What follows belongs to an exercise in optimizing a design on an open flow for small area; a production flow would make more cautious choices. Where RTL was checked, it was by simulation tests only, not by an equivalence proof against the original. Only the layout flow was run in runs 3 to 5 and 8; the RTL was not checked for function there. Power figures rest on the tool's default switching activity, not on a simulated workload.

File: config.mk
export PLATFORM = sky130hd
export DESIGN_NAME = uart_top
export DESIGN_NICKNAME = uart_top
export VERILOG_FILES = /design/flow/design.v
export SDC_FILE = /design/flow/constraint.sdc
export NUM_CORES = 4
export LEC_CHECK = 0
export CAP_MARGIN = 20
export CORE_MARGIN = 2
export CORE_UTILIZATION = 65
export SLEW_MARGIN = 20
File: constraint.sdc
create_clock -name core_clock -period 20.0 [get_ports {clk}]
set_input_delay 4.0000 -clock core_clock [delete_from_list [all_inputs] [get_ports {clk}]]
set_output_delay 4.0000 -clock core_clock [all_outputs]
set_load 0.01 [all_outputs]
File: design.v
module uart_rx (input clock,
                input i_rst,
                input i_rx,
                output reg [11:0] o_cnt,
                output o_tick,
                output o_tick0,
                output reg [4:0] o_u,
                output o_txstart);
    wire [12:0] c;
    assign c[0] = 1'b1;
    genvar k;
    generate for (k = 0; k < 12; k = k + 1) begin : g_inc
        assign c[k+1] = c[k] & o_cnt[k];
    end endgenerate
    assign o_tick  = c[11];
    assign o_tick0 = c[12];
    always @(posedge clock)
        if (i_rst | c[12])
            o_cnt <= 12'd1283;
        else
            o_cnt <= o_cnt ^ c[11:0];
    wire idle  = ~o_u[4] & ~o_u[3];
    wire check = ~o_u[4] & o_u[3] & ~o_u[1];
    always @(posedge clock)
        if (i_rst)
            o_u <= 5'd0;
        else if (idle) begin
            if (!i_rx)
                o_u <= {4'b0110, o_tick};
        end
        else if (check & i_rx)
            o_u <= 5'd0;
        else
            o_u <= o_u + {4'd0, o_tick};
    assign o_txstart = o_tick0 & (&o_u[4:1]);
endmodule
module filter (input wire clock,
               input wire i_rst,
               input wire i_rx,
               input wire i_clr,
               input wire [11:0] i_cnt,
               input wire [4:0] i_u,
               output reg [7:0] o_q);
    reg [399:0] ring;
    reg [8:0]   x;
    reg         up;         
    reg         dn;         
    reg [5:0]   r;
    wire rdbit = i_u[0] & (i_u[4] ^ (i_u[3] & i_u[2] & i_u[1]));
    wire wr    = rdbit & i_cnt[10] & i_cnt[9] & (x == 9'd0);
    wire win   = i_u[4] & (i_cnt[11:7] == 5'b11000);
    wire [2:0] bi = i_u[3:1];
    wire step  = win & ((i_cnt[6:0] >> bi) == 7'd0);
    wire hold  = win & (i_cnt[6:0] < 7'd13);
    always @(posedge clock)
        ring <= {ring[398:0], ~i_clr & (wr ? i_rx : ring[399])};
    wire [9:0] xc;
    assign xc[0] = ~hold;
    genvar k;
    generate for (k = 0; k < 9; k = k + 1) begin : g_x
        assign xc[k+1] = xc[k] & x[k];
    end endgenerate
    wire xwrap = xc[4] & x[7] & x[8];      
    always @(posedge clock) begin
        if (xwrap)
            x <= 9'd0;
        else
            x <= x ^ xc[8:0];
        if (i_cnt[11:7] == 5'b11001) begin
            up <= 1'b0;
            dn <= 1'b0;
        end
        else if (wr) begin
            up <= up | (i_rx & ~ring[399]);
            dn <= dn | (~i_rx & ring[399]);
        end
    end
    wire [6:0] rt;
    wire [8:0] qt;
    wire sup = step & up;
    wire sdn = step & dn;
    assign rt[0] = sup | sdn;
    generate for (k = 0; k < 6; k = k + 1) begin : g_r
        assign rt[k+1] = rt[k] & (r[k] ^ sdn);
    end endgenerate
    wire r49 = r[5] & r[4] & r[0] & ~r[3] & ~r[2] & ~r[1];
    assign qt[0] = (sup & r49) | (sdn & rt[6]);
    generate for (k = 0; k < 8; k = k + 1) begin : g_q
        assign qt[k+1] = qt[k] & (o_q[k] ^ sdn);
    end endgenerate
    always @(posedge clock)
        if (i_rst) begin
            o_q <= 8'd0;
            r   <= 6'd0;
        end
        else begin
            o_q <= o_q ^ qt[7:0];
            if (qt[0])
                r <= {sdn, sdn, 3'b000, sdn};
            else
                r <= r ^ rt[5:0];
        end
endmodule
module uart_tx (input clock,
                input i_rst,
                input i_tick,
                input i_tick0,
                input i_start,
                input [7:0] i_data,
                output o_tx,
                output [3:0] o_led,
                output o_clr);
    reg [3:0] s;
    reg [7:0] data;
    assign o_clr = ~s[3] & ~s[1] & s[0];
    always @(posedge clock)
        if (i_rst)
            s <= 4'd1;
        else if (i_start)
            s <= 4'd7;
        else if (o_clr)
            s <= {3'd0, ~i_tick};
        else
            s <= s + {3'd0, i_tick0 & (s[3] | s[0])};
    always @(posedge clock)
        if (i_rst)
            data[3:0] <= 4'd0;
        else if (i_start)
            data[3:0] <= i_data[3:0];
    always @(posedge clock)
        if (i_start)
            data[7:4] <= i_data[7:4];
    assign o_tx  = s[3] ? data[s[2:0]] : ~(s[1] & s[0]);
    assign o_led = data[3:0];
endmodule
module uart_top(
	input clk,
	input wire rst,
	input wire uart_rx,
	output wire uart_tx,
	output wire[3:0] led
    );
wire [11:0] cnt;
wire        tick;
wire        tick0;
wire [4:0]  u;
wire        txstart;
wire        clr;
wire [7:0]  q;
uart_rx UART_RX (
	.clock    (clk),
	.i_rst    (rst),
	.i_rx     (uart_rx),
	.o_cnt    (cnt),
	.o_tick   (tick),
	.o_tick0  (tick0),
	.o_u      (u),
	.o_txstart(txstart)
	);
filter LPF (
	.clock   (clk),
	.i_rst   (rst),
	.i_rx    (uart_rx),
	.i_clr   (clr),
	.i_cnt   (cnt),
	.i_u     (u),
	.o_q     (q)
	);
uart_tx UART_TX (
	.clock    (clk),
	.i_rst    (rst),
	.i_tick   (tick),
	.i_tick0  (tick0),
	.i_start  (txstart),
	.i_data   (q),
	.o_tx     (uart_tx),
	.o_led    (led),
	.o_clr    (clr)
	);
endmodule
File: flow/run.sh
#!/bin/bash
# The standard layout with two changes:
#  - synthesis is the standard synthesis script with ABC mapping for area
#    (flow/abc_area.tcl); registers are mapped before ABC and are unchanged;
#  - clock tree synthesis adds no dummy loads.
# Each tool's log is under orfs/logs/; this script's own output goes to
# standard.log.
set -euo pipefail
{ head -n 1 synth_recipe.tcl; cat flow/abc_area.tcl; tail -n +2 synth_recipe.tcl; } > flow_synth.tcl
sed "s#SYNTH_SCRIPT=[^ ]*synth_recipe.tcl#SYNTH_SCRIPT=$PWD/flow_synth.tcl#" standard.sh > flow_standard.sh
grep -q "SYNTH_SCRIPT=$PWD/flow_synth.tcl" flow_standard.sh
export CTS_ARGS="-sink_clustering_enable -repair_clock_nets -dont_use_dummy_load -buf_list sky130_fd_sc_hd__clkbuf_4 -sink_clustering_size 13 -sink_clustering_max_diameter 40"
export BUFFER_PORTS_ARGS="-buffer_cell sky130_fd_sc_hd__buf_1"
bash flow_standard.sh > standard.log 2>&1
File: flow/abc_area.tcl
# Map with ABC's own default script for the library instead of ORFS's
# delay-driven script (and without its -D target), which trades area for depth.
proc abc {args} {
  set out {}
  set skip 0
  foreach a $args {
    if {$skip} { set skip 0; continue }
    if {$a eq "-script" || $a eq "-D"} { set skip 1; continue }
    lappend out $a
  }
  yosys abc {*}$out
}
File: standard.sh
#!/bin/bash
# synth_recipe.tcl (not shown) runs the flow's synth.tcl, then flattens the netlist and writes it again
# the make line also repeats each setting of config.mk as NAME=value (left out here)
make -C /OpenROAD-flow-scripts/flow DESIGN_CONFIG=/design/flow/config.mk WORK_HOME=/design/flow/orfs CLKGATE_MAP_FILE= SYNTH_SCRIPT=/design/flow/synth_recipe.tcl "${@:-finish}"
==> flow_summary.toml, run 1 <==
[placement]
place_inst = 889
place_congestion = 0.7514
port_buffers = 7
hpwl_microns = 6940
dp_worst_setup_slack_ps = 14690
placed_area_sq_um = 10940

[timing]
setup_tns_ps = 0
period_share_pct = 29.83
drv_slew = 0
finalSetupViolations = 0
worst_clock_skew_ps = 51.94
setup_slack_ps = 14030
max_freq_mhz = 167.6
rsz0062_at_grt = "false"
relSlewSlack_pct = 60.74
report.final.hold_viol_count = 0
period_needed_ps = 5965
tightest_slew_ps = 583.5

[logic_synthesis]
synth_largest_area_cell = "dfxtp_1"
syn_area_sq_um = 10680
synth_top_area_share_pct = 84.35
synth_edf_count = 4
synth.avg_cell_area_sq_um = 15.87
synth_cells = 673
yosys_warnings = 3
synth.area.top_cells = "dfxtp_1 84%, ha_1 2.7%, a21oi_1 1.1%"
syn_nets = 699
synth.yosys.seq_area_share_pct = 85.47
ys_ff_latch = 454
ys_types = 51
synthFlopType = "dfxtp_1"
synthArstFlopShare_pct = 0

[detailed_routing]
drt_iter0_drc = 186
via_per_inst = 4.810
wl_per_cell_microns = 13.11
vias = 4497
ant_nets = 0
first_pass_iters = 4
drc = 0
drt_wl_total_microns = 12260

[global_routing]
grt_max_degree = 33
track_usage_pct = 14.83
overflow = 0
antenna_found_initial = 1
grt_pass1_vias = 4532
grt_pass1_wl_microns = 21020

[power_and_ir_drop]
powerDensity_nw_per_um2 = 111.5
p_int_w = 0.001014
power.leakage_nw = 4.474
switching_share_pct = 19.42
vdd_drop_max_mv = 0.07017
p_clk_share_pct = 27.2
combPwrFrac_pct = 0.6
p_switching_w = 0.0002443
seqPwrFrac_pct = 72.2

[floorplanning]
die_w_microns = 132.2
boundaryPins = 8
coreArea_sq_um = 16000
start_util_pct = 66.75
die_h_microns = 132.2
rows = 46
die_area_sq_um = 17470

[cells_and_area]
syn_to_final_growth_pct = 5.612
instances_no_fill = 935
drive_above_1_share_pct = 9.192
fin_nets = 746
fin_util_pct = 70.50
design_area_sq_um = 11280

[status]
status = "complete, no violations"

[job]
maxCapViolations = 0

[critical_path]
worst-endpoint-required_ps = 16000
worstSetupEndpointType = "primary output"
arrival_ps = 1970
worstPathMaxFanout = 5
path_class = "register to primary output"
start_kind = "register"

[cts]
ctsRootBufferMaster = "clkbuf_4"
htree_levels = 2
ctsResizeCount = 0
cts_hold_buf = 0
clkLatencyLatePin_ps = 640
postCtsSetupBuffers = 0
cts.clk_slew.worst_paths_ps = 120
cts_inserted_buffers = 45
cts_sinks = 454
clockBufferDepth = 3
cts_tree = "yes"

[min_path]
hold_class = "register to register"
==> synthesized netlist by cell type, types with 3 or more instances <==
cell type and n:
a31oi_1 6, dfxtp_1 450, buf_4 4, nor2_1 15, nor3_1 9, inv_1 5, xnor2_1 8, a21oi_1 24
nor4_1 5, nand3_1 12, clkbuf_1 4, mux2_2 3, o21bai_1 4, edfxtp_1 4, and2_1 18, nor3_2 3
nand2_1 20, xor2_1 5, and3_1 5, nand2b_1 4, or3_1 4, ha_1 23
==> cell usage in the layout (no fill, tap or decap), types with 2 or more instances in the layout <==
cell type / Yosys / final
nor2_1: 15 / 15
or3_1: 4 / 4
mux2_2: 3 / 3
a31oi_1: 6 / 6
clkbuf_4: 0 / 45
or2_2: 2 / 2
a21oi_1: 24 / 24
inv_1: 5 / 5
dfxtp_1: 450 / 450
nor4_1: 5 / 5
a21oi_2: 2 / 2
o211ai_1: 2 / 2
nand3b_1: 2 / 2
ha_1: 23 / 23
xnor2_1: 8 / 8
and3_1: 5 / 5
nand2_1: 20 / 20
buf_1: 0 / 7
o21ai_0: 2 / 2
xor2_1: 5 / 5
o22ai_1: 2 / 2
and2_1: 18 / 18
nand2b_1: 4 / 4
o21bai_1: 4 / 4
edfxtp_1: 4 / 4
nor3_2: 3 / 3
o21a_1: 2 / 2
nor3_1: 9 / 9
a2111oi_4: 2 / 2
mux2i_1: 2 / 2
nand3_1: 12 / 12
==> metrics by stage <==
step / total power [W] / hold WS [ps]
after floorplan: 0.0009337 / 309.6
after global placement: 0.0009356 / 312.0
after detailed placement: 0.0009361 / 312.1
after CTS: 0.001274 / 276.8
after global routing: 0.001309 / 272.2
final: 0.001258 / 278.3
==> critical path, cell delays in order (launching register included) <==
cell     delay (ps)
dfxtp_1         430
mux4_2          510
o22ai_1         170
a32oi_1          80
buf_1           150
==> power groups by stage <==
stage | clock network (W) | logic, W | registers, W
4_1_cts | 0.000358 | 0.00000746 | 0.000908
3_5_place_dp | 0 | 0.00000734 | 0.000929
5_1_grt | 0.000392 | 0.00000845 | 0.000909
2_1_floorplan | 0 | 0.00000550 | 0.000928
6_report | 0.000342 | 0.00000747 | 0.000908
3_3_place_gp | 0 | 0.00000698 | 0.000929
==> sequential cells by signal, summed over array words and instances, names as in the netlist <==
| name | count |
|---|---|
| LPF.ring | 400 |
| LPF.x | 9 |
| UART_TX.data | 8 |
| LPF.r | 6 |
| UART_RX.o_u | 5 |
| LPF.up | 1 |
| UART_TX.s | 4 |
| LPF.dn | 1 |
| UART_RX.o_cnt | 12 |
| LPF.o_q | 8 |
==> per-layer routing <==
layer	wire length, microns	global-route usage, %
met3	526	3.960
met5	0	0
met2	5138	21.61
met4	288	7.348
met1	6302	20.73
==> cell families (layout without fill, tap and decap cells) <==
group | Yosys count | after routing | share of synthesized area (%)
DFF | 454 | 454 | 85.47
and+or+nand+nor | 108 | 108 | 5.588
AOI/OAI and AO/OA | 56 | 56 | 3.866
adders and majority gates | 23 | 23 | 2.695
xor gates and xnor gates | 13 | 13 | 1.066
buffers and inverters | 13 | 58 | 0.5975
muxes | 6 | 6 | 0.7146
other | 0 | 1 | 0
==> layout make-up <==
class / instances / area [sq um]
well taps: 216 / 270.3
flip-flops and latches: 454 / 9129
clock buffers: 45 / 337.8
inverters: 5 / 18.77
fillers: 1126 / 4721
multi-input cells: 206 / 1488
diodes: 1 / 2.502
repair buffers: 8 / 33.78
==> final timing paths <==
kind / startpoint / endpoint / slack, ps / depth (start not counted)
worst max register to register: UART_RX.o_cnt[0]$_SDFF_PP1_ / UART_TX.s[2]$_SDFF_PP0_ / 16440 / 17
worst min-delay path: LPF.ring[31]$_DFF_P_ / LPF.ring[32]$_DFF_P_ / 280 / 0
worst max-delay path: UART_TX.s[1]$_SDFF_PP0_ / uart_tx / 14030 / 4
worst min register to register: LPF.ring[31]$_DFF_P_ / LPF.ring[32]$_DFF_P_ / 280 / 0
==> inputs of run 2 (changes only) <==
--- a/flow/run.sh
+++ b/flow/run.sh
@@ -11,3 +11,3 @@
 grep -q "SYNTH_SCRIPT=$PWD/flow_synth.tcl" flow_standard.sh
-export CTS_ARGS="-sink_clustering_enable -repair_clock_nets -dont_use_dummy_load -buf_list sky130_fd_sc_hd__clkbuf_4 -sink_clustering_size 13 -sink_clustering_max_diameter 40"
+export CTS_ARGS="-sink_clustering_enable -repair_clock_nets -dont_use_dummy_load -buf_list {sky130_fd_sc_hd__clkbuf_4 sky130_fd_sc_hd__clkbuf_8} -root_buf sky130_fd_sc_hd__clkbuf_8 -sink_clustering_buffer sky130_fd_sc_hd__clkbuf_4 -sink_clustering_size 14 -sink_clustering_max_diameter 40"
 export BUFFER_PORTS_ARGS="-buffer_cell sky130_fd_sc_hd__buf_1"
==> run 2 against run 1 <==
  * Sequential power is essentially flat
  * Synthesized cell count unchanged
  * Worst hold slack improved by 21 ps
  * First-iteration DRC count grew 2.2%
  * Largest cell class unchanged
==> flow_summary.toml, run 2 <==
[status]
status = "complete, no violations"

[cts]
ctsRootBufferMaster = "clkbuf_8"
postCtsSetupBuffers = 0
clockBufferDepth = 3
htree_levels = 2
clkLatencyLatePin_ps = 520
cts_sinks = 454
cts_hold_buf = 0
cts.clk_slew.worst_paths_ps = 120
ctsResizeCount = 0
cts_tree = "yes"
cts_inserted_buffers = 43

[timing]
period_needed_ps = 5860
setup_tns_ps = 0
tightest_slew_ps = 583.6
period_share_pct = 29.30
max_freq_mhz = 170.7
finalSetupViolations = 0
report.final.hold_viol_count = 0
rsz0062_at_grt = "false"
worst_clock_skew_ps = 48.19
relSlewSlack_pct = 60.73
drv_slew = 0

[cells_and_area]
final_common_cell = "dfxtp_1"
fin_nets = 744
num_antenna_cells = 0
regMostFlops = "LPF.ring"
top_regs = "LPF.ring (400), UART_RX.o_cnt (12), LPF.x (9)"
largest_reg_flops = 400
drive_above_1_share_pct = 8.939
final_cell_mix = "450 x dfxtp_1, 38 x clkbuf_4, 24 x a21oi_1"
syn_to_final_growth_pct = 5.740

[detailed_routing]
drt_iter0_drc = 190
drt_wl_total_microns = 12300
wl_per_cell_microns = 13.20
drc = 0
via_per_inst = 4.824
vias = 4496
ant_nets = 0
first_pass_iters = 4

[min_path]
hold_class = "register to register"

[global_routing]
overflow = 0
met1_usage_pct = 21.01
grt_max_degree = 33
track_usage_pct = 14.82
grt.busiest_layer = "met2"
met3_usage_pct = 4.037
grt_use_met2_pct = 21.61
grt_pass1_wl_microns = 21090
grt_pass1_vias = 4537
antenna_found_initial = 0

[power_and_ir_drop]
p_int_w = 0.001021
power.leakage_nw = 4.478
combPwrFrac_pct = 0.6
p_clk_share_pct = 27.8
p_switching_w = 0.0002464
switching_share_pct = 19.44
vdd_drop_max_mv = 0.06858
finalPower_w = 0.001268
powerDensity_nw_per_um2 = 112.2
seqPwrFrac_pct = 71.7

[critical_path]
worstSetupEndpointType = "primary output"
arrival_ps = 1860
reg2reg_slack_ps = 16450
start_kind = "register"
worst-endpoint-required_ps = 16000
worstPathMaxFanout = 5
path_class = "register to primary output"

[logic_synthesis]
syn_area_sq_um = 10680
synth_largest_area_cell = "dfxtp_1"
ys_types = 51
synth.avg_cell_area_sq_um = 15.87
synth.area.top_cells = "dfxtp_1 84%, ha_1 2.7%, a21oi_1 1.1%"
synthFlopType = "dfxtp_1"
synth_top_area_share_pct = 84.35
yosys_warnings = 3
synth_common_cells = "450 x dfxtp_1, 24 x a21oi_1, 23 x ha_1"
post-synth-top-count-cell = "dfxtp_1"
synth_edf_count = 4
ys_ff_latch = 454
synth_cells = 673
syn_nets = 699
synth.yosys.seq_area_share_pct = 85.47
synthArstFlopShare_pct = 0

[placement]
place_congestion = 0.7514
port_buffers = 7
hpwl_microns = 6940

[floorplanning]
rows = 46
die_area_sq_um = 17470
start_util_pct = 66.75
boundaryPins = 8
die_h_microns = 132.2
coreArea_sq_um = 16000
die_w_microns = 132.2

[job]
maxCapViolations = 0
run 2: cell counts after synthesis:
No cell type changed its count.
run 2: logic make-up (layout without fill, tap and decap cells):
logic type / Yosys count / in the layout / share of synthesized area (%)
xor+xnor: 13 / 13 / 1.066
mux: 6 / 6 / 0.7146
flops: 454 / 454 / 85.47
compound gates: 56 / 56 / 3.866
simple gates: 108 / 108 / 5.588
buf+inv: 13 / 56 / 0.5975
fa+ha+maj: 23 / 23 / 2.695
run 2: metal layers:
layer	part of all wire, %	wire, microns
met4	2.0	242
met5	0	0
met3	4.0	488
met1	52	6391
met2	42	5177
run 2: layout make-up:
class	count	area, sq um
Timing Repair Buffer	8	33.78
Multi-Input combinational cell	206	1488
Clock buffer	43	354.1
Tap cell	216	270.3
Inverter	5	18.77
Fill cell	1103	4707
Sequential cell	454	9129
run 2: power groups by stage:
stage	combinational, W	clock [W]	sequential, W
floorplan	0.00000550	0	0.000928
global placement	0.00000698	0	0.000929
detailed placement	0.00000734	0	0.000929
CTS	0.00000746	0.000368	0.000908
global route	0.00000845	0.000401	0.000909
finish	0.00000747	0.000352	0.000908
run 2: critical path: stages (launching register included):
cell and delay (ps):
dfxtp_1 430, mux4_2 510, o22ai_1 170, a32oi_1 80
buf_1 150
run 2: through the flow:
step	cells	util, %	worst slack, ps	hold slack (ps)	instance area [sq um]
after CTS	932	70.58	14120	295.5	11290
after global placement	889	68.37	14730	312.0	10940
after floorplan	673	-	14880	309.6	10680
final	932	70.58	14140	299.7	11290
after detailed placement	889	68.37	14690	312.1	10940
after global routing	932	70.58	14050	279.7	11290
run 2: worst paths after layout:
check	from	endpoint	cells past startpoint
hold / removal	LPF.ring[39]$_DFF_P_	LPF.ring[40]$_DFF_P_	0
setup reg to reg	UART_RX.o_cnt[0]$_SDFF_PP1_	UART_TX.s[2]$_SDFF_PP0_	17
hold reg to reg	LPF.ring[39]$_DFF_P_	LPF.ring[40]$_DFF_P_	0
setup / recovery	UART_TX.s[1]$_SDFF_PP0_	uart_tx	4
==> inputs of run 3 (changes only) <==
--- a/design.v
+++ b/design.v
@@ -56,9 +56,4 @@
         ring <= {ring[398:0], ~i_clr & (wr ? i_rx : ring[399])};
-    wire [9:0] xc;
-    assign xc[0] = ~hold;
+    wire xwrap = ~hold & (x == 9'd399);
     genvar k;
-    generate for (k = 0; k < 9; k = k + 1) begin : g_x
-        assign xc[k+1] = xc[k] & x[k];
-    end endgenerate
-    wire xwrap = xc[4] & x[7] & x[8];      
     always @(posedge clock) begin
@@ -67,3 +62,3 @@
         else
-            x <= x ^ xc[8:0];
+            x <= x + {8'd0, ~hold};
         if (i_cnt[11:7] == 5'b11001) begin
==> flow/run.sh (replaced) <==
#!/bin/bash
# The standard layout (standard.sh) with these changes:
#  - synthesis is the standard synthesis script, with ABC mapping for area
#    (flow/abc_area.tcl, flow/abc.script); registers are mapped before ABC and
#    are unchanged;
#  - clock tree synthesis uses clkbuf_4 in small clusters and adds no dummy
#    loads;
#  - port buffers are buf_1.
# Each tool's log is under orfs/logs/; this script's own output goes to
# standard.log.
set -euo pipefail
{ head -n 1 synth_recipe.tcl; sed "s#@ABC_SCRIPT@#$PWD/flow/abc.script#" flow/abc_area.tcl; tail -n +2 synth_recipe.tcl; } > flow_synth.tcl
sed "s#SYNTH_SCRIPT=[^ ]*synth_recipe.tcl#SYNTH_SCRIPT=$PWD/flow_synth.tcl#" standard.sh > flow_standard.sh
grep -q "SYNTH_SCRIPT=$PWD/flow_synth.tcl" flow_standard.sh
export CTS_ARGS="-sink_clustering_enable -repair_clock_nets -dont_use_dummy_load -buf_list sky130_fd_sc_hd__clkbuf_4 -sink_clustering_size 13 -sink_clustering_max_diameter 35"
export BUFFER_PORTS_ARGS="-buffer_cell sky130_fd_sc_hd__buf_1"
bash flow_standard.sh > standard.log 2>&1
==> flow/abc.script (new file) <==
strash
&get -n
&fraig -x
&put
scorr
dc2
strash
&get -n
&dch -f
&nf -R 1000
&put
topo
==> flow/abc_area.tcl (replaced) <==
# Map with an area-oriented ABC script (flow/abc.script, whose path run.sh
# puts in place of @ABC_SCRIPT@) instead of ORFS's delay-driven script and its
# -D target.
proc abc {args} {
  set out {}
  set skip 0
  foreach a $args {
    if {$skip} { set skip 0; continue }
    if {$a eq "-script" || $a eq "-D"} { set skip 1; continue }
    lappend out $a
  }
  yosys abc {*}$out -script @ABC_SCRIPT@
}
==> run 3 against run 2 <==
  * Still clean on timing, DRC and antenna
  * Register-to-register slack worse by 830 ps
  * Global-route usage grew 0.33 points
  * Die area decreased by 1.3%
  * First-iteration DRC count fell by 34%
  * Clock-buffer cell count grew 3
  * Routed wire length barely moved
  * Worst hold slack lost 43 ps
  * Largest power group unchanged
==> flow_summary.toml, run 3 <==
[logic_synthesis]
synthXorXnorAreaFrac_pct = 1.746
yosys_warnings = 3
synth_top_family_by_area = "simple AND/OR/NAND/NOR gates"
synth_common_cells = "450 x dfxtp_1, 29 x a21oi_1, 29 x nor2_1"
synth.avg_cell_area_sq_um = 15.52
synth.area.top_cells = "dfxtp_1 86%, ha_1 2.0%, a21oi_1 1.4%"
synth_largest_area_cell = "dfxtp_1"
syn_area_sq_um = 10540
post-synth-top-count-cell = "dfxtp_1"
syn_nets = 699
ys_ff_latch = 454
yosys.area_share.simple_pct = 5.474
ys_types = 35
synth_cells = 679
synthArstFlopShare_pct = 0
synthAdderAreaFrac_pct = 2.019
synth.yosys.seq_area_share_pct = 86.64
synth_top_area_share_pct = 85.50
synthFlopType = "dfxtp_1"
muxShareOfSynthArea_pct = 0.3088
synth_edf_count = 4
synth_compound_area_share_pct = 3.206

[floorplanning]
boundaryPins = 8
coreArea_sq_um = 15890
start_util_pct = 66.33
die_h_microns = 131.3
rows = 46
die_area_sq_um = 17240
die_w_microns = 131.3

[global_routing]
grt_pass1_wl_microns = 21360
antenna_found_initial = 1
grt_pass1_vias = 4586
track_usage_pct = 15.15
grt_max_degree = 31
overflow = 0

[detailed_routing]
first_pass_iters = 4
top_layer = "met4"
wl_met1_microns = 6639
drt_iter0_drc = 126
wl_per_cell_microns = 13.01
drt_wl_total_microns = 12300
drc = 0
via_per_inst = 4.707
ant_nets = 0
vias = 4448
wl_met2_microns = 4930
met3_length_microns = 488

[cells_and_area]
top_regs = "LPF.ring (400), UART_RX.o_cnt (12), LPF.x (9)"
final.fill_count = 1056
fin_util_pct = 70.24
final_common_cell = "dfxtp_1"
syn_to_final_growth_pct = 5.902
regMostFlops = "LPF.ring"
fin_nets = 750
final_cell_mix = "450 x dfxtp_1, 46 x clkbuf_4, 29 x nor2_1, 29 x a21oi_1, 21 x nand2_1"
design_area_sq_um = 11160
largest_reg_flops = 400
drive_above_1_share_pct = 6.731

[cts]
cts.clk_slew.worst_paths_ps = 100
ctsResizeCount = 0
cts_inserted_buffers = 46
clkLatencyLatePin_ps = 640
htree_levels = 2
cts_tree = "yes"
postCtsSetupBuffers = 0
cts_sinks = 454
ctsRootBufferMaster = "clkbuf_4"
cts_hold_buf = 0
clockBufferDepth = 3

[critical_path]
start_kind = "register"
reg2reg_depth = 17
worstSetupEndpointType = "primary output"
r2r-start = "UART_RX.o_cnt[10]$_SDFF_PP1_"
path_class = "register to primary output"
reg2reg_slack_ps = 15620
crit_start = "UART_TX.s[1]$_SDFF_PP0_"
endpoint = "uart_tx"
worstPathMaxFanout = 6
arrival_ps = 1910
r2r_end = "LPF.o_q[7]$_SDFF_PP0_"
worst-endpoint-required_ps = 16000

[timing]
period_share_pct = 29.56
rsz0062_at_grt = "false"
relSlewSlack_pct = 53.62
max_freq_mhz = 169.1
whs_ps = 256.3
setup_tns_ps = 0
period_needed_ps = 5912
worst_clock_skew_ps = 77.79
finalSetupViolations = 0
drv_slew = 0
tightest_slew_ps = 694.0
report.final.hold_viol_count = 0

[min_path]
hold_class = "register to register"
holdCritStartpoint = "LPF.ring[198]$_DFF_P_"

[placement]
placed_area_sq_um = 10800
port_buffers = 7
place_congestion = 0.7875
hpwl_microns = 6751

[power_and_ir_drop]
power.leakage_nw = 4.446
vdd_drop_max_mv = 0.08091
powerDensity_nw_per_um2 = 113.0

[status]
status = "complete, no violations"

[job]
maxCapViolations = 0
-- run 3: where the power goes --
| group | switching (W) | internal [W] | total, W |
|---|---|---|---|
| Sequential | 0.00000212 | 0.000907 | 0.000909 |
| Combinational | 0.00000402 | 0.00000282 | 0.00000683 |
| Clock | 0.000238 | 0.000106 | 0.000345 |
| Total | 0.000245 | 0.00102 | 0.00126 |
-- run 3: cell families (layout without fill, tap and decap cells) --
| family | after synthesis | after routing |
|---|---|---|
| buffers and inverters | 13 | 62 |
| AO/OA/AOI/OAI | 58 | 58 |
| adder cells (fa/ha/maj) | 17 | 17 |
| multiplexers | 2 | 2 |
| XOR/XNOR | 21 | 21 |
| other | 0 | 1 |
| AND/OR/NAND/NOR | 114 | 114 |
| flip-flops | 454 | 454 |
-- run 3: critical path, cell delays in order, from the launching register on --
cell and delay [ps]:
dfxtp_1 440, mux4_2 510, o21ai_0 150, a32oi_1 70, buf_1 140
-- run 3: layout make-up --
cell class	count	area, sq um	area share [%]
diodes	1	2.502	0.02243
inverters	9	33.78	0.3028
clock buffers	46	345.3	3.095
flip-flops and latches	454	9129	81.81
well taps	216	270.3	2.422
repair buffers	7	27.53	0.2467
multi-input cells	212	1350	12.10
-- run 3: routing by layer --
metal	GRT usage [%]	vias up
met5	0	-
met4	6.341	0
met3	4.514	21
met2	20.76	55
met1	22.57	2061
li1	-	2311
-- run 3: worst min path at each step --
stage                                 end  slack (ps)  depth (start not counted)
finish              LPF.ring[199]$_DFF_P_         260                          0
CTS                 LPF.ring[199]$_DFF_P_         260                          0
global placement    LPF.ring[382]$_DFF_P_         310                          0
detailed placement  LPF.ring[274]$_DFF_P_         310                          0
floorplan           LPF.ring[100]$_DFF_P_         310                          0
global route        LPF.ring[199]$_DFF_P_         260                          0
-- run 3: stage by stage --
step	worst slack, ps	power (W)	std cells
3_3_place_gp	14460	0.0009355	898
2_1_floorplan	14870	0.0009332	679
5_1_grt	13890	0.001312	945
6_report	14090	0.001260	945
4_1_cts	14030	0.001276	944
3_5_place_dp	14710	0.0009360	898
==> inputs of run 4 (changes only) <==
--- a/flow/run.sh
+++ b/flow/run.sh
@@ -14,3 +14,3 @@
 grep -q "SYNTH_SCRIPT=$PWD/flow_synth.tcl" flow_standard.sh
-export CTS_ARGS="-sink_clustering_enable -repair_clock_nets -dont_use_dummy_load -buf_list sky130_fd_sc_hd__clkbuf_4 -sink_clustering_size 13 -sink_clustering_max_diameter 35"
+export CTS_ARGS="-sink_clustering_enable -repair_clock_nets -dont_use_dummy_load -buf_list sky130_fd_sc_hd__clkbuf_4 -sink_clustering_size 13 -sink_clustering_max_diameter 40"
 export BUFFER_PORTS_ARGS="-buffer_cell sky130_fd_sc_hd__buf_1"
--- a/config.mk
+++ b/config.mk
@@ -9,3 +9,3 @@
 export CORE_MARGIN = 2
-export CORE_UTILIZATION = 65
+export CORE_UTILIZATION = 55
 export SLEW_MARGIN = 20
==> run 4 against run 3 <==
  * Still clean on timing, DRC and antenna
  * Register-to-register slack is essentially flat
  * Sequential share of layout area shrank 0.16 points
  * Total power is essentially flat
  * Cell count grew 1.9%
  * Critical path depth is the same
  * Largest cell class unchanged
==> flow_summary.toml, run 4 <==
[status]
status = "complete, no violations"

[critical_path]
reg2reg_depth = 19
start_kind = "register"
reg2reg_slack_ps = 15620
arrival_ps = 1920
r2r-start = "UART_RX.o_u[2]$_SDFFE_PP0P_"
worstPathMaxFanout = 6
endpoint = "uart_tx"
crit_start = "UART_TX.s[1]$_SDFF_PP0_"
path_class = "register to primary output"
r2r_end = "LPF.o_q[7]$_SDFF_PP0_"
worst-endpoint-required_ps = 16000
worstSetupEndpointType = "primary output"

[timing]
max_freq_mhz = 169.0
period_needed_ps = 5917
worst_clock_skew_ps = 58.78
finalSetupViolations = 0
rsz0062_at_grt = "false"
report.final.hold_viol_count = 0
setup_tns_ps = 0
tightest_slew_ps = 678.9
period_share_pct = 29.59
relSlewSlack_pct = 54.63
drv_slew = 0

[power_and_ir_drop]
finalPower_w = 0.001260
power.leakage_nw = 4.443
powerDensity_nw_per_um2 = 112.7
vdd_drop_max_mv = 0.06711

[placement]
place_inst = 917
hpwl_microns = 6434
placed_area_sq_um = 10830
place_congestion = 0.7351
port_buffers = 7

[cells_and_area]
multi_input_area_sq_um = 1350
regMostFlops = "LPF.ring"
syn_to_final_growth_pct = 6.104
final_common_cell = "dfxtp_1"
instances_no_fill = 963
design_area_sq_um = 11180
final_cell_mix = "450 x dfxtp_1, 45 x clkbuf_4, 29 x nor2_1, 29 x a21oi_1, 21 x nand2_1"
largest_reg_flops = 400
fin_nets = 750
seqCellArea_sq_um = 9129
fin_util_pct = 59.57
top_regs = "LPF.ring (400), UART_RX.o_cnt (12), LPF.x (9)"
drive_above_1_share_pct = 6.593
final.fill_count = 1469

[detailed_routing]
drc = 0
drt_iter0_drc = 202
ant_nets = 0
via_per_inst = 4.741
vias = 4566
first_pass_iters = 4
wl_per_cell_microns = 12.53
drt_wl_total_microns = 12060

[logic_synthesis]
synthArstFlopShare_pct = 0
syn_area_sq_um = 10540
synth_cells = 679
synth.area.top_cells = "dfxtp_1 86%, ha_1 2.0%, a21oi_1 1.4%"
synthFlopType = "dfxtp_1"
synth_largest_area_cell = "dfxtp_1"
synth_edf_count = 4
ys_ff_latch = 454
syn_nets = 699
yosys_warnings = 3
synth.yosys.seq_area_share_pct = 86.64
post-synth-top-count-cell = "dfxtp_1"
synth_common_cells = "450 x dfxtp_1, 29 x a21oi_1, 29 x nor2_1"
ys_types = 35
synth_top_area_share_pct = 85.50
synth.avg_cell_area_sq_um = 15.52

[global_routing]
antenna_found_initial = 1
track_usage_pct = 12.70
grt_max_degree = 31
grt_pass1_wl_microns = 20790
grt_pass1_vias = 4554
overflow = 0

[cts]
cts_inserted_buffers = 45
clockBufferDepth = 3
cts_hold_buf = 0
postCtsSetupBuffers = 0
ctsRootBufferMaster = "clkbuf_4"
clkLatencyLatePin_ps = 650
cts.clk_slew.worst_paths_ps = 110
htree_levels = 2
ctsResizeCount = 0
cts_tree = "yes"
cts_sinks = 454

[min_path]
hold_class = "register to register"

[floorplanning]
start_util_pct = 56.14
die_w_microns = 142.4
coreArea_sq_um = 18770
boundaryPins = 8
die_area_sq_um = 20280
die_h_microns = 142.4
rows = 50

[job]
maxCapViolations = 0
run 4: per-stage QoR:
step	hold WS [ps]	setup WS [ps]
CTS	275.5	14010
global route	274.5	13960
floorplan	309.6	14870
finish	280.7	14080
global placement	312.3	14710
detailed placement	312.1	14690
run 4: how the worst min path moves through the flow:
stage                           from               endpoint  slack, ps  depth (start not counted)
6_report         LPF.ring[2]$_DFF_P_    LPF.ring[3]$_DFF_P_        280                          0
5_1_grt         LPF.ring[76]$_DFF_P_   LPF.ring[77]$_DFF_P_        270                          0
4_1_cts        LPF.ring[118]$_DFF_P_  LPF.ring[119]$_DFF_P_        280                          0
3_5_place_dp   LPF.ring[218]$_DFF_P_  LPF.ring[219]$_DFF_P_        310                          0
3_3_place_gp   LPF.ring[178]$_DFF_P_  LPF.ring[179]$_DFF_P_        310                          0
2_1_floorplan   LPF.ring[99]$_DFF_P_  LPF.ring[100]$_DFF_P_        310                          0
run 4: cell families after synthesis:
logic type | count (synthesis) | synth area share (%)
AND/OR/NAND/NOR | 114 | 5.474
XOR/XNOR | 21 | 1.746
AO/OA/AOI/OAI | 58 | 3.206
flip-flops | 454 | 86.64
adder cells (fa/ha/maj) | 17 | 2.019
multiplexers | 2 | 0.3087
buffers and inverters | 13 | 0.6056
run 4: critical path: stages (launching register included):
cell and delay (ps):
dfxtp_1 430, mux4_2 520, o21ai_0 160, a32oi_1 70, buf_1 140
run 4: cell type report:
cell class	instances	area share, %
timing repair buffer	8	0.3022
antenna	1	0.02238
sequential	454	81.66
multi-input combinational	212	12.08
clock buffer	45	3.022
tap	234	2.619
inverter	9	0.3022
run 4: where the power goes:
group | total [W] | leakage, nW | switching, W | internal (W)
registers | 0.000909 | 3.65 | 0.00000212 | 0.000907
logic | 0.00000670 | 0.582 | 0.00000387 | 0.00000283
clock network | 0.000345 | 0.207 | 0.000240 | 0.000104
run 4: per-layer routing:
metal | vias to the layer above | global-route usage [%] | part of all wire, %
met1 | 2148 | 17.94 | 52
li1 | 2309 | - | -
met3 | 40 | 3.634 | 4.6
met4 | 0 | 6.931 | 3.3
met5 | - | 0 | 0
met2 | 69 | 17.70 | 40
==> inputs of run 5 (changes only) <==
--- a/config.mk
+++ b/config.mk
@@ -7,5 +7,6 @@
 export LEC_CHECK = 0
-export CAP_MARGIN = 20
+export CAP_MARGIN = 0
 export CORE_MARGIN = 2
-export CORE_UTILIZATION = 55
-export SLEW_MARGIN = 20
+export CORE_UTILIZATION = 65
+export GPL_TIMING_DRIVEN = 0
+export SLEW_MARGIN = 0
==> run 5 against run 4 <==
  * Setup slack better by 26 ps
  * Clock power down 2%
  * Sequential share of layout area up 0.10 points
  * Clock skew up 23 ps
  * Cell count down 1.7%
  * Total power down 0.39%
  * Non-clock buffer count up 3
  * Global-route usage up 2.5 points
  * Highest routed layer unchanged
==> flow_summary.toml, run 5 <==
[status]
status = "complete, no violations"

[min_path]
hold_class = "register to register"
holdCritStartpoint = "LPF.ring[48]$_DFF_P_"
hold_path_end = "LPF.ring[49]$_DFF_P_"
holdPathStages = 0

[cells_and_area]
drive_above_1_share_pct = 6.712
fin_nets = 752
instances_no_fill = 947
regMostFlops = "LPF.ring"
final_common_cell = "dfxtp_1"
syn_to_final_growth_pct = 5.973
largest_reg_flops = 400
final_cell_mix = "450 x dfxtp_1, 44 x clkbuf_4, 29 x nor2_1, 29 x a21oi_1, 21 x nand2_1"
top_regs = "LPF.ring (400), UART_RX.o_cnt (12), LPF.x (9)"

[logic_synthesis]
synth.yosys.seq_area_share_pct = 86.64
synth.avg_cell_area_sq_um = 15.52
ys_types = 35
synthFlopType = "dfxtp_1"
syn_nets = 699
synth_cells = 679
syn_area_sq_um = 10540
yosys_warnings = 3
synth.area.top_cells = "dfxtp_1 86%, ha_1 2.0%, a21oi_1 1.4%"
ys_ff_latch = 454
synthArstFlopShare_pct = 0
synth_largest_area_cell = "dfxtp_1"
synth_edf_count = 4
synth_top_area_share_pct = 85.50
synth_common_cells = "450 x dfxtp_1, 29 x a21oi_1, 29 x nor2_1"
post-synth-top-count-cell = "dfxtp_1"

[critical_path]
r2r_end = "LPF.o_q[7]$_SDFF_PP0_"
path_class = "register to primary output"
worstSetupEndpointType = "primary output"
start_kind = "register"
worst-endpoint-required_ps = 16000
r2r-start = "UART_RX.o_cnt[10]$_SDFF_PP1_"
reg2reg_slack_ps = 15590
arrival_ps = 1890
worstPathMaxFanout = 6
reg2reg_depth = 17

[placement]
place_congestion = 0.7647
place_inst = 902
hpwl_microns = 6903
dp_worst_setup_slack_ps = 14380
port_buffers = 7

[global_routing]
overflow = 0
grt_pass1_vias = 4614
antenna_found_initial = 1
grt_pass1_wl_microns = 21560
grt_max_degree = 31
track_usage_pct = 15.19

[floorplanning]
boundaryPins = 8
die_h_microns = 131.3
die_area_sq_um = 17240
rows = 46
start_util_pct = 66.33
die_w_microns = 131.3
coreArea_sq_um = 15890

[power_and_ir_drop]
power.leakage_nw = 4.454
vdd_drop_max_mv = 0.09407
powerDensity_nw_per_um2 = 112.4
finalPower_w = 0.001255

[cts]
clkLatencyLatePin_ps = 640
cts_hold_buf = 0
postCtsSetupBuffers = 0
ctsRootBufferMaster = "clkbuf_4"
ctsResizeCount = 0
clockBufferDepth = 3
cts_sinks = 454
cts.clk_slew.worst_paths_ps = 120
htree_levels = 2
cts_inserted_buffers = 44
cts_tree = "yes"

[timing]
setup_slack_ps = 14110
period_needed_ps = 5891
rsz0062_at_grt = "false"
relSlewSlack_pct = 14.43
period_share_pct = 29.46
max_freq_mhz = 169.7
worst_clock_skew_ps = 81.39
setup_tns_ps = 0
drv_slew = 0
whs_ps = 274.8
tightest_slew_ps = 1284
finalSetupViolations = 0
report.final.hold_viol_count = 0

[detailed_routing]
first_pass_iters = 7
drc = 0
via_per_inst = 4.837
met3_length_microns = 619
drt_iter0_drc = 168
top_layer = "met4"
drt_wl_total_microns = 12270
wl_met1_microns = 6323
ant_nets = 0
wl_met2_microns = 4970
vias = 4581
wl_per_cell_microns = 12.95

[job]
maxCapViolations = 0
-- run 5: cell counts after synthesis --
Identical to the previous run, type by type.
-- run 5: worst max-delay path by stage --
stage	start	endpoint	slack, ps	cells past startpoint
finish	UART_TX.s[1]$_SDFF_PP0_	uart_tx	14110	4
global route	UART_TX.s[1]$_SDFF_PP0_	uart_tx	13990	4
CTS	UART_TX.s[1]$_SDFF_PP0_	uart_tx	14070	4
detailed placement	rst	UART_RX.o_cnt[11]$_SDFF_PP0_	14380	3
global placement	rst	UART_RX.o_cnt[9]$_SDFF_PP0_	14400	3
floorplan	UART_TX.s[1]$_SDFF_PP0_	uart_tx	14870	3
-- run 5: cell families after synthesis --
family	after synthesis	synth area share, %
AOI/OAI and AO/OA	58	3.206
xor gates and xnor gates	21	1.746
adders and majority gates	17	2.019
buffers and inverters	13	0.6056
DFF	454	86.64
muxes	2	0.3087
and+or+nand+nor	114	5.474
-- run 5: area by class of cell --
cell class	count	area (sq um)
Sequential cell	454	9129
Fill cell	1090	4720
Multi-Input combinational cell	212	1344
Clock buffer	44	330.3
Tap cell	216	270.3
Inverter	9	33.78
Buffer	4	30.03
Timing Repair Buffer	7	26.28
Antenna cell	1	2.502
-- run 5: report_power, final --
part | switching (W) | internal, W
clock network | 0.000237 | 0.000102
registers | 0.00000219 | 0.000907
logic | 0.00000419 | 0.00000273
total | 0.000244 | 0.00101
-- run 5: critical path, cell delays in order, from the launching register on --
cell     delay, ps
dfxtp_1        440
mux4_2         520
o21ai_0        160
a32oi_1         70
buf_1          140
-- run 5: metrics by stage --
stage,area [sq um],utilization [%]
after floorplan,10540,-
after global placement,10830,68.19
after detailed placement,10830,68.19
after CTS,11160,70.27
after global routing,11170,70.29
final,11170,70.29
-- run 5: metal layers --
layer / up-vias / global-route usage, %
li1: 2327 / -
met1: 2118 / 21.59
met2: 98 / 21.90
met3: 38 / 4.360
met4: 0 / 6.643
met5: - / 0
==> inputs of run 6 (changes only) <==
--- a/design.v
+++ b/design.v
@@ -56,4 +56,9 @@
         ring <= {ring[398:0], ~i_clr & (wr ? i_rx : ring[399])};
-    wire xwrap = ~hold & (x == 9'd399);
+    wire [9:0] xc;
+    assign xc[0] = ~hold;
     genvar k;
+    generate for (k = 0; k < 9; k = k + 1) begin : g_x
+        assign xc[k+1] = xc[k] & x[k];
+    end endgenerate
+    wire xwrap = xc[4] & x[7] & x[8];      
     always @(posedge clock) begin
@@ -62,3 +67,3 @@
         else
-            x <= x + {8'd0, ~hold};
+            x <= x ^ xc[8:0];
         if (i_cnt[11:7] == 5'b11001) begin
--- a/config.mk
+++ b/config.mk
@@ -7,6 +7,5 @@
 export LEC_CHECK = 0
-export CAP_MARGIN = 0
+export CAP_MARGIN = 20
 export CORE_MARGIN = 2
 export CORE_UTILIZATION = 65
-export GPL_TIMING_DRIVEN = 0
-export SLEW_MARGIN = 0
+export SLEW_MARGIN = 20
==> run 6 against run 5 <==
  * Worst hold slack improved by 14 ps
  * Cell count decreased by 1.5%
  * Still clean
  * Total power about the same
==> flow_summary.toml, run 6 <==
[status]
status = "complete, no violations"

[timing]
worst_clock_skew_ps = 47.42
period_needed_ps = 6020
finalSetupViolations = 0
rsz0062_at_grt = "false"
report.final.hold_viol_count = 0
max_freq_mhz = 166.1
period_share_pct = 30.10
setup_tns_ps = 0
drv_slew = 0
relSlewSlack_pct = 59.30
tightest_slew_ps = 609.0

[floorplanning]
die_h_microns = 131.4
coreArea_sq_um = 15890
die_w_microns = 131.4
rows = 46
start_util_pct = 66.38
die_area_sq_um = 17260
boundaryPins = 8

[power_and_ir_drop]
p_clk_share_pct = 27.1
p_switching_w = 0.0002437
powerDensity_nw_per_um2 = 112.4
switching_share_pct = 19.42
vdd_drop_max_mv = 0.07643
power.leakage_nw = 4.414
combPwrFrac_pct = 0.5
p_int_w = 0.001011
seqPwrFrac_pct = 72.4

[cts]
cts_inserted_buffers = 44
ctsRootBufferMaster = "clkbuf_4"
cts_hold_buf = 0
ctsResizeCount = 0
cts.clk_slew.worst_paths_ps = 120
clkLatencyLatePin_ps = 630
postCtsSetupBuffers = 0
cts_sinks = 454
cts_tree = "yes"
clockBufferDepth = 3
htree_levels = 2

[global_routing]
antenna_found_initial = 1
track_usage_pct = 15.44
grt_max_degree = 33
overflow = 0
grt_pass1_vias = 4583
grt_pass1_wl_microns = 21560

[job]
maxCapViolations = 0

[logic_synthesis]
synth_largest_area_cell = "dfxtp_1"
ys_ff_latch = 454
synth_top_area_share_pct = 85.43
syn_nets = 692
synthArstFlopShare_pct = 0
synth.avg_cell_area_sq_um = 15.83
synthFlopType = "dfxtp_1"
synth_common_cells = "450 x dfxtp_1, 28 x a21oi_1, 23 x ha_1, 23 x nand2_1, 22 x and2_0"
post-synth-top-count-cell = "dfxtp_1"
yosys_warnings = 3
synth_cells = 666
synth.yosys.seq_area_share_pct = 86.57
ys_types = 36
syn_area_sq_um = 10550
synth_edf_count = 4
synth.area.top_cells = "dfxtp_1 85%, ha_1 2.7%, a21oi_1 1.3%"

[cells_and_area]
final_cell_mix = "450 x dfxtp_1, 44 x clkbuf_4, 28 x a21oi_1"
final_common_cell = "dfxtp_1"
fin_nets = 743
top_regs = "LPF.ring (400), UART_RX.o_cnt (12), LPF.x (9)"
instances_no_fill = 933
largest_reg_flops = 400
syn_to_final_growth_pct = 5.850
final.fill_count = 1043
regMostFlops = "LPF.ring"
drive_above_1_share_pct = 6.573

[detailed_routing]
drc = 0
drt_iter0_drc = 160
via_per_inst = 4.738
vias = 4421
ant_nets = 0
wl_per_cell_microns = 13.30
first_pass_iters = 4
drt_wl_total_microns = 12410

[placement]
place_congestion = 0.7757
port_buffers = 7
place_inst = 887
hpwl_microns = 7090

[critical_path]
start_kind = "register"
worst-endpoint-required_ps = 16000
arrival_ps = 2020
worstSetupEndpointType = "primary output"
path_class = "register to primary output"
worstPathMaxFanout = 5

[min_path]
hold_class = "register to register"
[run 6: per-layer routing]
metal,global-route usage [%],vias up,part of all wire (%),routed length [microns]
met5,0,-,0,0
met2,22.05,83,41,5117
met3,4.051,45,4.4,550
met1,22.03,2015,51,6278
li1,-,2278,-,-
met4,7.729,0,3.8,467
[run 6: power groups by stage]
stage / clock (W) / combinational, W / sequential [W]
5_1_grt: 0.000389 / 0.00000768 / 0.000909
6_report: 0.000340 / 0.00000670 / 0.000908
2_1_floorplan: 0 / 0.00000419 / 0.000928
3_3_place_gp: 0 / 0.00000604 / 0.000928
3_5_place_dp: 0 / 0.00000661 / 0.000929
4_1_cts: 0.000356 / 0.00000678 / 0.000908
[run 6: cell type report]
cell class	count	area [sq um]	area share (%)
flip-flops and latches	454	9129	81.78
multi-input cells	204	1371	12.29
clock buffers	44	330.3	2.959
well taps	216	270.3	2.421
repair buffers	9	41.29	0.3699
inverters	4	15.01	0.1345
diodes	2	5.005	0.04484
[run 6: metrics by stage]
stage	worst slack (ps)	total power, W	hold slack (ps)	utilization [%]	cell area, sq um
finish	13980	0.001255	288.9	70.27	11160
global route	13860	0.001306	287.7	70.27	11160
CTS	13930	0.001271	297.5	70.23	11160
detailed placement	14630	0.0009351	312.1	68.16	10830
global placement	14730	0.0009345	312.3	68.16	10830
floorplan	14880	0.0009323	309.6	-	10550
[run 6: critical path, stage by stage, from the launching register on]
cell and delay [ps]:
dfxtp_1 430, mux4_2 530, o22ai_1 180, a32oi_1 110, buf_1 150
[run 6: cells by family after synthesis]
kind of cell | after synthesis | synth area share [%]
multiplexers | 4 | 0.5220
adder cells (fa/ha/maj) | 23 | 2.729
AO/OA/AOI/OAI | 57 | 3.298
AND/OR/NAND/NOR | 105 | 5.209
buffers and inverters | 8 | 0.4271
XOR/XNOR | 15 | 1.246
flip-flops | 454 | 86.57
[run 6: worst paths after layout]
kind	start	to	slack, ps	depth (start not counted)
worst min-delay path	LPF.ring[202]$_DFF_P_	LPF.ring[203]$_DFF_P_	290	0
worst min register to register	LPF.ring[202]$_DFF_P_	LPF.ring[203]$_DFF_P_	290	0
worst max register to register	UART_RX.o_u[1]$_SDFFE_PP0P_	LPF.o_q[7]$_SDFF_PP0_	15500	18
worst max-delay path	UART_TX.s[1]$_SDFF_PP0_	uart_tx	13980	4
==> inputs of run 7 (changes only) <==
--- a/config.mk
+++ b/config.mk
@@ -10,2 +10,3 @@
 export CORE_UTILIZATION = 65
+export PLACE_DENSITY = 0.8
 export SLEW_MARGIN = 20
==> run 7 against run 6 <==
  * Design area down 0.25%
  * Largest power group unchanged
  * Synthesized cell count unchanged
  * Area after synthesis unchanged
  * Total power down 0.88%
  * Clock skew down 13 ps
  * Die area unchanged
==> flow_summary.toml, run 7 <==
[detailed_routing]
drc = 0
drt_iter0_drc = 193
wl_per_cell_microns = 13.42
vias = 4448
ant_nets = 0
drt_wl_total_microns = 12460
via_per_inst = 4.793
first_pass_iters = 4

[critical_path]
worst-endpoint-required_ps = 16000
path_class = "register to primary output"
worstSetupEndpointType = "primary output"
start_kind = "register"
arrival_ps = 1960
slowest_stage = "mux4_2"
worst-path-buf-inv = 1
worstPathMaxFanout = 5
worstPathCellList = "mux4_2 -> o22ai_1 -> a32oi_1 -> buf_1"
crit_family = "multiplexers"
max_stage_delay_ps = 530

[global_routing]
track_usage_pct = 15.63
overflow = 0
grt_pass1_vias = 4643
grt_pass1_wl_microns = 22160
grt_max_degree = 33
antenna_found_initial = 0

[cts]
clkLatencyLatePin_ps = 630
cts_hold_buf = 0
cts_inserted_buffers = 41
cts_tree = "yes"
cts_sinks = 454
clockBufferDepth = 3
cts.clk_slew.worst_paths_ps = 120
htree_levels = 2
ctsResizeCount = 0
postCtsSetupBuffers = 0
ctsRootBufferMaster = "clkbuf_4"

[floorplanning]
die_w_microns = 131.4
die_area_sq_um = 17260
rows = 46
boundaryPins = 8
start_util_pct = 66.38
die_h_microns = 131.4
coreArea_sq_um = 15890

[logic_synthesis]
synth_cells = 666
post-synth-top-count-cell = "dfxtp_1"
synth_top_area_share_pct = 85.43
synthArstFlopShare_pct = 0
synth_edf_count = 4
synth_largest_area_cell = "dfxtp_1"
syn_area_sq_um = 10550
synth_common_cells = "450 x dfxtp_1, 28 x a21oi_1, 23 x ha_1, 23 x nand2_1, 22 x and2_0"
synth.yosys.seq_area_share_pct = 86.57
synth.avg_cell_area_sq_um = 15.83
ys_types = 36
synth.area.top_cells = "dfxtp_1 85%, ha_1 2.7%, a21oi_1 1.3%"
ys_ff_latch = 454
syn_nets = 692
yosys_warnings = 3
synthFlopType = "dfxtp_1"

[placement]
hpwl_microns = 7149
place_congestion = 0.7631
dp_worst_setup_slack_ps = 14720
placed_area_sq_um = 10830
port_buffers = 7

[cells_and_area]
design_area_sq_um = 11130
regMostFlops = "LPF.ring"
syn_to_final_growth_pct = 5.588
fin_nets = 740
top_regs = "LPF.ring (400), UART_RX.o_cnt (12), LPF.x (9)"
largest_reg_flops = 400
final.fill_count = 1080
drive_above_1_share_pct = 6.180
final_cell_mix = "450 x dfxtp_1, 41 x clkbuf_4, 28 x a21oi_1"
num_antenna_cells = 0
final_common_cell = "dfxtp_1"

[job]
maxCapViolations = 0

[timing]
finalSetupViolations = 0
worst_clock_skew_ps = 34.68
relSlewSlack_pct = 61.12
whs_ps = 309.8
drv_slew = 0
period_needed_ps = 5961
tightest_slew_ps = 581.1
max_freq_mhz = 167.8
setup_tns_ps = 0
report.final.hold_viol_count = 0
setup_slack_ps = 14040
period_share_pct = 29.80
rsz0062_at_grt = "false"

[power_and_ir_drop]
powerDensity_nw_per_um2 = 111.7
vdd_drop_max_mv = 0.06586
power.leakage_nw = 4.401
finalPower_w = 0.001244

[status]
status = "complete, no violations"

[min_path]
hold_class = "register to register"
-- run 7: changes by cell type in the layout (fill, tap and decap cells not counted) --
cell	before	now
clkbuf_4	44	41
diode_2	2	0
-- run 7: kinds of logic after synthesis --
| logic type | Yosys count | synth area share, % |
|---|---|---|
| AOI/OAI and AO/OA | 57 | 3.298 |
| xor gates and xnor gates | 15 | 1.246 |
| adders and majority gates | 23 | 2.729 |
| buffers and inverters | 8 | 0.4271 |
| DFF | 454 | 86.57 |
| muxes | 4 | 0.5220 |
| and+or+nand+nor | 105 | 5.209 |
-- run 7: report_power, final --
part           internal, W  leakage (nW)    total, W  switching, W
Clock            0.0000956         0.189    0.000329      0.000233
Sequential        0.000906          3.65    0.000908    0.00000173
Combinational   0.00000274         0.559  0.00000686    0.00000412
-- run 7: worst paths after layout --
check / start / depth (start not counted) / slack (ps) / to
setup reg to reg: UART_RX.o_u[1]$_SDFFE_PP0P_ / 18 / 15570 / LPF.o_q[7]$_SDFF_PP0_
setup / recovery: UART_TX.s[1]$_SDFF_PP0_ / 4 / 14040 / uart_tx
hold / removal: LPF.ring[36]$_DFF_P_ / 0 / 310 / LPF.ring[37]$_DFF_P_
hold reg to reg: LPF.ring[36]$_DFF_P_ / 0 / 310 / LPF.ring[37]$_DFF_P_
-- run 7: area by class of cell --
cell class | instances | area (sq um) | area share [%]
Timing Repair Buffer | 9 | 41.29 | 0.3708
Multi-Input combinational cell | 204 | 1371 | 12.32
Clock buffer | 41 | 307.8 | 2.764
Tap cell | 216 | 270.3 | 2.427
Sequential cell | 454 | 9129 | 81.99
Inverter | 4 | 15.01 | 0.1348
-- run 7: layer usage --
metal | part of all wire (%) | vias up | track usage, %
met2 | 43 | 78 | 23.36
met5 | 0 | - | 0
li1 | - | 2267 | -
met1 | 51 | 2073 | 22.17
met3 | 4.0 | 30 | 3.935
met4 | 2.4 | 0 | 6.159
-- run 7: stage by stage --
stage          utilization (%)  instances
5_1_grt                  70.09        928
4_1_cts                  70.09        928
3_5_place_dp             68.16        887
2_1_floorplan                -        666
6_report                 70.09        928
3_3_place_gp             68.16        887
-- run 7: worst register-to-register path: stages (launching register included) --
cell      delay (ps)
dfxtp_1          530
clkinv_1         150
a211oi_1         220
nor2_1            80
o21bai_1         130
a21oi_1           80
a211oi_1         330
and2_0           410
a21oi_1           80
a21oi_1          270
o21ai_0          270
or4_1            510
o41ai_1          100
nand2_1          130
a21oi_1          280
a21boi_0         380
and2_0           210
a21oi_1           70
o21a_1           110
==> inputs of run 8 (changes only) <==
--- a/design.v
+++ b/design.v
@@ -39,2 +39,3 @@
                input wire i_rx,
+               input wire i_tick,
                input wire i_clr,
@@ -45,20 +46,15 @@
     reg [8:0]   x;
-    reg         up;         
-    reg         dn;         
+    reg         d;          
     reg [5:0]   r;
     wire rdbit = i_u[0] & (i_u[4] ^ (i_u[3] & i_u[2] & i_u[1]));
-    wire wr    = rdbit & i_cnt[10] & i_cnt[9] & (x == 9'd0);
-    wire win   = i_u[4] & (i_cnt[11:7] == 5'b11000);
-    wire [2:0] bi = i_u[3:1];
-    wire step  = win & ((i_cnt[6:0] >> bi) == 7'd0);
-    wire hold  = win & (i_cnt[6:0] < 7'd13);
+    wire ivl   = i_cnt[10] & (i_cnt[9] ^ (i_cnt[8] & i_cnt[7]));
+    wire wr    = rdbit & ivl & (x == 9'd0);
+    wire win   = rdbit & (&i_cnt[10:7]);
+    wire [2:0] bi = i_u[3:1] + 3'd1;
+    wire step  = win & d & ((i_cnt[6:0] >> bi) == 7'd0);
+    wire hold  = i_tick & rdbit;
     always @(posedge clock)
         ring <= {ring[398:0], ~i_clr & (wr ? i_rx : ring[399])};
-    wire [9:0] xc;
-    assign xc[0] = ~hold;
+    wire xwrap = ~hold & (x == 9'd399);
     genvar k;
-    generate for (k = 0; k < 9; k = k + 1) begin : g_x
-        assign xc[k+1] = xc[k] & x[k];
-    end endgenerate
-    wire xwrap = xc[4] & x[7] & x[8];      
     always @(posedge clock) begin
@@ -67,11 +63,7 @@
         else
-            x <= x ^ xc[8:0];
-        if (i_cnt[11:7] == 5'b11001) begin
-            up <= 1'b0;
-            dn <= 1'b0;
-        end
-        else if (wr) begin
-            up <= up | (i_rx & ~ring[399]);
-            dn <= dn | (~i_rx & ring[399]);
-        end
+            x <= x + {8'd0, ~hold};
+        if (i_tick)
+            d <= 1'b0;
+        else if (wr)
+            d <= d | (i_rx ^ ring[399]);
     end
@@ -79,4 +71,4 @@
     wire [8:0] qt;
-    wire sup = step & up;
-    wire sdn = step & dn;
+    wire sup = step & i_rx;
+    wire sdn = step & ~i_rx;
     assign rt[0] = sup | sdn;
@@ -163,2 +155,3 @@
 	.i_rx    (uart_rx),
+	.i_tick  (tick),
 	.i_clr   (clr),
--- a/config.mk
+++ b/config.mk
@@ -10,3 +10,2 @@
 export CORE_UTILIZATION = 65
-export PLACE_DENSITY = 0.8
 export SLEW_MARGIN = 20
==> run 8 against run 7 <==
  * Still clean
  * Maximum frequency is 6.7% lower
  * Die area is 0.39% higher
  * Clock-buffer cell count is 2 higher
  * Routed wire length is 1.4% lower
  * Non-clock buffer count stayed put
  * Utilization is 0.47 points higher
  * Synthesized cell count is 1.4% higher
  * Sequential share of layout area is 0.73 points lower
  * Area after synthesis is 0.40% higher
  * Global-route usage is 0.35 points lower
  * Sequential cell count is 1 lower
  * Largest cell class unchanged
==> flow_summary.toml, run 8 <==
[status]
status = "complete, no violations"

[timing]
setup_tns_ps = 0
rsz0062_at_grt = "false"
report.final.hold_viol_count = 0
drv_slew = 0
period_needed_ps = 6388
tightest_slew_ps = 827.8
finalSetupViolations = 0
max_freq_mhz = 156.5
relSlewSlack_pct = 44.40
worst_clock_skew_ps = 54.55
period_share_pct = 31.94
whs_ps = 279.3

[logic_synthesis]
synth.area.top_cells = "dfxtp_1 85%, ha_1 2.1%, xor2_1 1.4%"
post-synth-top-count-cell = "dfxtp_1"
synth.avg_cell_area_sq_um = 15.69
ys_types = 42
syn_nets = 696
synth_largest_area_cell = "dfxtp_1"
synth_common_cells = "449 x dfxtp_1, 31 x nor2_1, 22 x a21oi_1"
synth_top_area_share_pct = 84.90
synth.yosys.seq_area_share_pct = 86.03
syn_area_sq_um = 10590
synthArstFlopShare_pct = 0
synth_cells = 675
synth_edf_count = 4
synthFlopType = "dfxtp_1"
yosys_warnings = 3
ys_ff_latch = 453

[cts]
ctsResizeCount = 0
cts_sinks = 453
clkLatencyLatePin_ps = 650
clockBufferDepth = 3
ctsRootBufferMaster = "clkbuf_4"
cts_tree = "yes"
cts.clk_slew.worst_paths_ps = 110
cts_hold_buf = 0
cts_inserted_buffers = 43
htree_levels = 2
postCtsSetupBuffers = 0

[global_routing]
grt_pass1_vias = 4562
antenna_found_initial = 1
grt_pass1_wl_microns = 21560
track_usage_pct = 15.29
grt_max_degree = 31
overflow = 0

[critical_path]
worst-endpoint-required_ps = 20500
start_kind = "input port"
arrival_ps = 6890
worstPathMaxFanout = 16
endpoint = "LPF.o_q[7]$_SDFF_PP0_"
reg2reg_slack_ps = 16140
r2r_end = "UART_TX.s[0]$_SDFF_PP1_"
worstSetupEndpointType = "register"
r2r-start = "UART_RX.o_cnt[0]$_SDFF_PP1_"
path_class = "input port to register"
crit_start = "uart_rx"
reg2reg_depth = 15

[job]
maxCapViolations = 0

[detailed_routing]
first_pass_iters = 5
vias = 4506
drt_wl_total_microns = 12280
ant_nets = 0
via_per_inst = 4.794
drc = 0
wl_per_cell_microns = 13.06
drt_iter0_drc = 208

[min_path]
holdCritStartpoint = "LPF.ring[379]$_DFF_P_"
holdPathStages = 0
hold_class = "register to register"

[floorplanning]
die_h_microns = 131.6
boundaryPins = 8
start_util_pct = 66.65
die_area_sq_um = 17330
coreArea_sq_um = 15890
rows = 46
die_w_microns = 131.6

[cells_and_area]
regMostFlops = "LPF.ring"
top_regs = "LPF.ring (400), UART_RX.o_cnt (12), LPF.x (9)"
design_area_sq_um = 11210
seqCellArea_sq_um = 9109
final.fill_count = 1087
largest_reg_flops = 400
final_common_cell = "dfxtp_1"
multi_input_area_sq_um = 1456
final_cell_mix = "449 x dfxtp_1, 43 x clkbuf_4, 31 x nor2_1"
instances_no_fill = 940
fin_nets = 746
syn_to_final_growth_pct = 5.873
drive_above_1_share_pct = 6.501

[placement]
port_buffers = 7
place_congestion = 0.7583
hpwl_microns = 6923
place_inst = 896
placed_area_sq_um = 10880

[power_and_ir_drop]
power.leakage_nw = 4.445
powerDensity_nw_per_um2 = 111.5
vdd_drop_max_mv = 0.07794
run 8: kinds of logic after synthesis:
group                    synth area share (%)
buffers and inverters                  0.3546
AO/OA/AOI/OAI                           2.706
multiplexers                           0.5081
flip-flops                              86.03
adder cells (fa/ha/maj)                 2.127
AND/OR/NAND/NOR                         5.956
XOR/XNOR                                2.316
run 8: power breakdown:
part	total (W)	switching [W]	internal, W
registers	0.000906	0.00000154	0.000904
clock network	0.000336	0.000236	0.0000999
logic	0.00000846	0.00000523	0.00000323
run 8: worst min-delay path by stage:
| stage | end | slack [ps] |
|---|---|---|
| after global placement | LPF.ring[243]$_DFF_P_ | 310 |
| final | LPF.ring[380]$_DFF_P_ | 280 |
| after detailed placement | LPF.ring[194]$_DFF_P_ | 310 |
| after global routing | LPF.ring[268]$_DFF_P_ | 250 |
| after floorplan | LPF.ring[100]$_DFF_P_ | 310 |
| after CTS | LPF.ring[256]$_DFF_P_ | 260 |
run 8: per-layer routing:
metal,part of all wire (%),global-route usage (%),routed length [microns],vias to the layer above
li1,-,-,-,2309
met1,51,21.65,6290,2095
met2,42,22.05,5165,77
met3,4.3,4.437,525,25
met4,2.4,6.703,295,0
met5,0,0,0,-
run 8: cell type report:
cell class,instances,area share (%)
Clock buffer,43,2.880
Antenna cell,1,0.02232
Sequential cell,453,81.26
Inverter,2,0.06697
Multi-Input combinational cell,216,12.99
Timing Repair Buffer,9,0.3683
Tap cell,216,2.411
run 8: worst max-delay path, stage by stage:
cell,delay (ps)
buf_1,290
nor4_4,840
nor3b_1,260
a21oi_1,90
nor4_1,240
a21oi_1,180
or4b_1,620
nor2_1,160
a21oi_1,80
o21a_1,110
run 8: stage by stage:
stage               setup WS, ps  total power [W]  util (%)
floorplan                  12940        0.0009314         -
global placement           12840        0.0009342     68.46
detailed placement         13090        0.0009349     68.52
CTS                        13760         0.001269     70.55
global route               13390         0.001305     70.57
finish                     13610         0.001250     70.57

## afterwards: timing with drivers on the ports
In the flow no input, the clock included, has a driving cell. The finished layouts below were timed again as built, in two steps. Step 1: set_driving_cell puts a clkbuf_16 on clk and a buf_2 on each other input, an assumption about the parent block. Step 2 moves the port delays by t, midway between the first and last clock arrival at a register: inputs arrive t later, outputs are due t later. That takes back most of the time a late clock gives input paths. Three values: ideal, step 1, step 2; two values: the first two.
| run | t (ns) | setup slack, ns | worst slew at a driven data input, ns |
|---|---|---|---|
| run 1 | 0.647 | 14.035 / 13.998 / 14.645 | 0.03 |
| run 2 | 0.544 | 14.140 / 14.103 / 14.647 | 0.03 |
| run 3 | 0.642 | 14.088 / 14.052 / 14.694 | 0.03 |
| run 4 | 0.660 | 14.083 / 14.044 / 14.704 | 0.03 |
| run 5 | 0.634 | 14.109 / 14.071 / 14.273 | 0.03 |
| run 6 | 0.647 | 13.980 / 13.946 / 14.592 | 0.04 |
| run 7 | 0.641 | 14.039 / 14.007 / 14.648 | 0.03 |
| run 8 | 0.651 | 13.612 / 13.620 / 12.969 | 0.03 |
After both steps setup and hold are still met in every run listed. For run 8, which loses most, drivers alone change the setup slack by +0.008 ns; drivers and shift together by -0.643 ns.
